From an optimization exercise on the open Yosys and OpenROAD flow, aimed at small area and a short achievable clock period; shortcuts taken in it are not production practice.
In this exercise RTL edits were held to simulation tests only and were not proved equivalent to the original.

== north ==
// ff_mult32appx
module ff_mult32appx(clk, aa, bb, yy1, yy2);
  input clk;
  input [31:0] aa;
  input [31:0] bb;
  output [63:0] yy1, yy2;
  wire [33:0] bx = {1'b0, bb, 1'b0};
  wire [16:0] e1_d, e2_d, en_d;
  genvar j;
  generate for (j = 0; j < 16; j = j + 1) begin : g_enc
    wire hi = bx[2*j+2], mi = bx[2*j+1], lo = bx[2*j];
    assign e1_d[j] = mi ^ lo;
    assign e2_d[j] = (hi & ~mi & ~lo) | (~hi & mi & lo);
    assign en_d[j] = hi;
  end endgenerate
  assign e1_d[16] = bb[31];
  assign e2_d[16] = 1'b0;
  assign en_d[16] = 1'b0;
  wire [102:0] cs_d;
  mult32_low u_low (.aa(aa), .e1_d(e1_d[7:0]), .e2_d(e2_d[7:0]), .en_d(en_d), .cs(cs_d));
  reg [31:0] a1;
  reg [16:8] e1, e2, en;
  reg [102:0] cs;
  reg za, zb, b1one;
  always @(posedge clk) begin
    a1 <= aa;
    e1 <= e1_d[16:8];
    e2 <= e2_d[16:8];
    en <= en_d[16:8];
    cs <= cs_d;
    za <= ~|aa;
    zb <= ~|bb;
    b1one <= (bb == 32'd1);
  end
  wire [63:0] s0_d;
  wire [63:0] pp_d;
  wire [15:0] bg_d;
  wire [15:0] bp_d;
  mult32_tree u_tree (.a1(a1), .e1(e1), .e2(e2), .en(en), .cs(cs), .s0(s0_d), .pp(pp_d), .bg(bg_d), .bp(bp_d));
  wire [63:0] y1_d;
  signed_Mult32_3_Y21_final_4 u_appx (.a(a1), .zero(za | zb), .one(b1one), .y(y1_d));
  reg  [63:0] s0;
  reg  [63:0] pp;
  reg  [15:0] bg;
  reg  [15:0] bp;
  reg [63:0] yy1;
  always @(posedge clk) begin
    s0 <= s0_d;
    pp <= pp_d;
    bg <= bg_d;
    bp <= bp_d;
    yy1 <= y1_d;
  end
  ...
Size in the first run: ~320 flip-flops, roughly 190 I/O pins, roughly 0.038 mm^2 of cells after synthesis.
clock: 8.0 ns
lec_check: 0
cap_margin: 20
core_margin: 2
core_utilization: 40
setup_slack_margin: 4.0
slew_margin: 20
tns_end_percent: 2
run.sh (not shown) runs the stock make flow with config.mk's settings and CLKGATE_MAP_FILE= SYNTH_SCRIPT=/design/flow/synth_recipe.tcl, a recipe that flattens the netlist after the stock synthesis.
> inputs changed (north -> south)
Settings: TNS_END_PERCENT now 10, was 2.
More vias were needed by south than by north. south reports its worst setup path endpoint as bg[11] while north reports cs[34]. From north to south the numbers moved as follows: instance count on the critical path went up by 1, routed wire length on met2 higher. Compared with north, in south design area shows an increase of 7.3%; share of the clock period used by the worst path after layout fell by 1.2 points.

---

Setup of P:
ff_mult32appx, a different RTL version from the one above (not shown whole).
Size: roughly 390 flip-flops, roughly 190 I/O pins, roughly 34000 µm² of cells after synthesis.
// ff_mult32appx
module ff_mult32appx(clk, aa, bb, yy1, yy2);
  input clk;
  input [31:0] aa;
  input [31:0] bb;
  output [63:0] yy1, yy2;
  wire [33:0] bx = {1'b0, bb, 1'b0};
  wire [16:0] e1_d, e2_d, en_d;
  genvar j;
  generate for (j = 0; j < 16; j = j + 1) begin : g_enc
    wire hi = bx[2*j+2], mi = bx[2*j+1], lo = bx[2*j];
    wire one = mi ^ lo, both = mi & lo;
    assign e1_d[j] = one;
    assign e2_d[j] = hi ? ~(one | both) : both;
    assign en_d[j] = hi;
  end endgenerate
  assign e1_d[16] = bb[31];
  assign e2_d[16] = 1'b0;
  assign en_d[16] = 1'b0;
  wire [208:0] cs_d;
  mult32_low u_low (.aa(aa), .bb(bb), .e1_d(e1_d[11:0]), .e2_d(e2_d[11:0]), .en_d(en_d), .cs(cs_d));
  reg [31:0] a1;
  reg [16:12] e1, e2, en;
  reg [208:0] cs;
  reg za, zb, b1one;
  always @(posedge clk) begin
    a1 <= aa;
    e1 <= e1_d[16:12];
    e2 <= e2_d[16:12];
    en <= en_d[16:12];
    cs <= cs_d;
    za <= ~|aa;
    zb <= ~|bb;
    b1one <= (bb == 32'd1);
  end
  wire [23:0] ylo_d;
  wire cl_d;
  wire [39:0] s0_d;
  wire [39:0] pp_d;
  wire [5:0] bg_d;
  wire [5:0] bp_d;
  mult32_tree u_tree (.a1(a1), .e1(e1), .e2(e2), .en(en), .cs(cs), .ylo(ylo_d), .cl(cl_d), .s0(s0_d), .pp(pp_d), .bg(bg_d), .bp(bp_d));
  wire [63:0] y1_d;
  signed_Mult32_3_Y21_final_4 u_appx (.a(a1), .zero(za | zb), .one(b1one), .y(y1_d));
  reg  [23:0] ylo;
  reg  cl;
  reg  [39:0] s0;
  reg  [39:0] pp;
  reg  [5:0] bg;
  reg  [5:0] bp;
  reg [63:0] yy1;
  always @(posedge clk) begin
    ylo <= ylo_d;
    cl <= cl_d;
    s0 <= s0_d;
    pp <= pp_d;
    bg <= bg_d;
    bp <= bp_d;
    yy1 <= y1_d;
  end
  mult32exact u_add (.ylo(ylo), .cl(cl), .s0(s0), .pp(pp), .bg(bg), .bp(bp), .y(yy2));
endmodule
Settings: LEC_CHECK=0, CAP_MARGIN=20, CORE_MARGIN=2, CORE_UTILIZATION=40, SETUP_SLACK_MARGIN=4.0, SLEW_MARGIN=20, TNS_END_PERCENT=20; clock period 8.0 ns.
standard.sh (not shown) runs the stock make flow with config.mk's settings and CLKGATE_MAP_FILE= SYNTH_SCRIPT=/design/flow/synth_recipe.tcl, a recipe that flattens the netlist after the stock synthesis.
==> flow/flow/run.sh <==
#!/bin/bash
# The standard layout (the standard.sh, unchanged synthesis and steps),
# with one change: the buffer on every input and output port is a
# sky130_fd_sc_hd__buf_4 instead of the buffer OpenROAD picks by default,
# which on this platform is a slow delay buffer (clkdlybuf4s50_1).
# All of standard.sh's output goes to standard.log here; ORFS keeps each
# step's full log under orfs/logs/.
set -euo pipefail
export BUFFER_PORTS_ARGS="-buffer_cell sky130_fd_sc_hd__buf_4"
bash standard.sh > standard.log 2>&1
For Q, these inputs were changed with respect to P:
--- a/flow/config.mk
+++ b/flow/config.mk
@@ -12,2 +12,2 @@
 export SLEW_MARGIN = 20
-export TNS_END_PERCENT = 20
+export TNS_END_PERCENT = 10
Notes after the runs:
- Q -> P: number of non-filler instances in the completed layout flat
- Going from P to Q, final worst setup slack stayed essentially flat, number of instances resized during post-cts repair fell by 27.
- The storage element area of Q and that of P are within noise of each other.
- Number of antenna violations at the first check in global routing, Q and P, higher one = Q.
- The worst clock skew on the final layout in Q was lower than what P gave.

==> what the ideal ports hide <==
Ports are ideal in the flow. The routed layouts listed here were re-timed in OpenROAD. Step 1, drivers: a clkbuf_16 drives clk and a buf_2 each remaining input, both assumed. Step 2 times the ports against the registers' clock, not the clock port: input delays grow and output delays shrink by t, the midpoint of the rising clock arrivals with the driver on. a / b / c = no drivers / after step 1 / after step 2; a / b = the first two.
| run | t, ns | setup slack, ns | slew at the worst register clock pin (ns) | worst slew at a driven data input, ns | cell pins on the clock port's net |
|---|---|---|---|---|---|
| north | 0.680 | 3.585 / 3.601 / 2.945 | 0.07 / 0.07 | 0.29 | 1 |
| south | 0.684 | 3.679 / 3.619 / 3.006 | 0.07 / 0.07 | 0.27 | 1 |
| P | 0.687 | 3.813 / 3.813 / 3.176 | 0.07 / 0.07 | 0.24 | 1 |
| Q | 0.668 | 3.814 / 3.810 / 3.142 | 0.07 / 0.07 | 0.25 | 1 |
After both steps setup and hold are still met in every run listed. The setup slack of south, which loses most, moves by -0.060 ns with the drivers and by -0.673 ns with both steps.
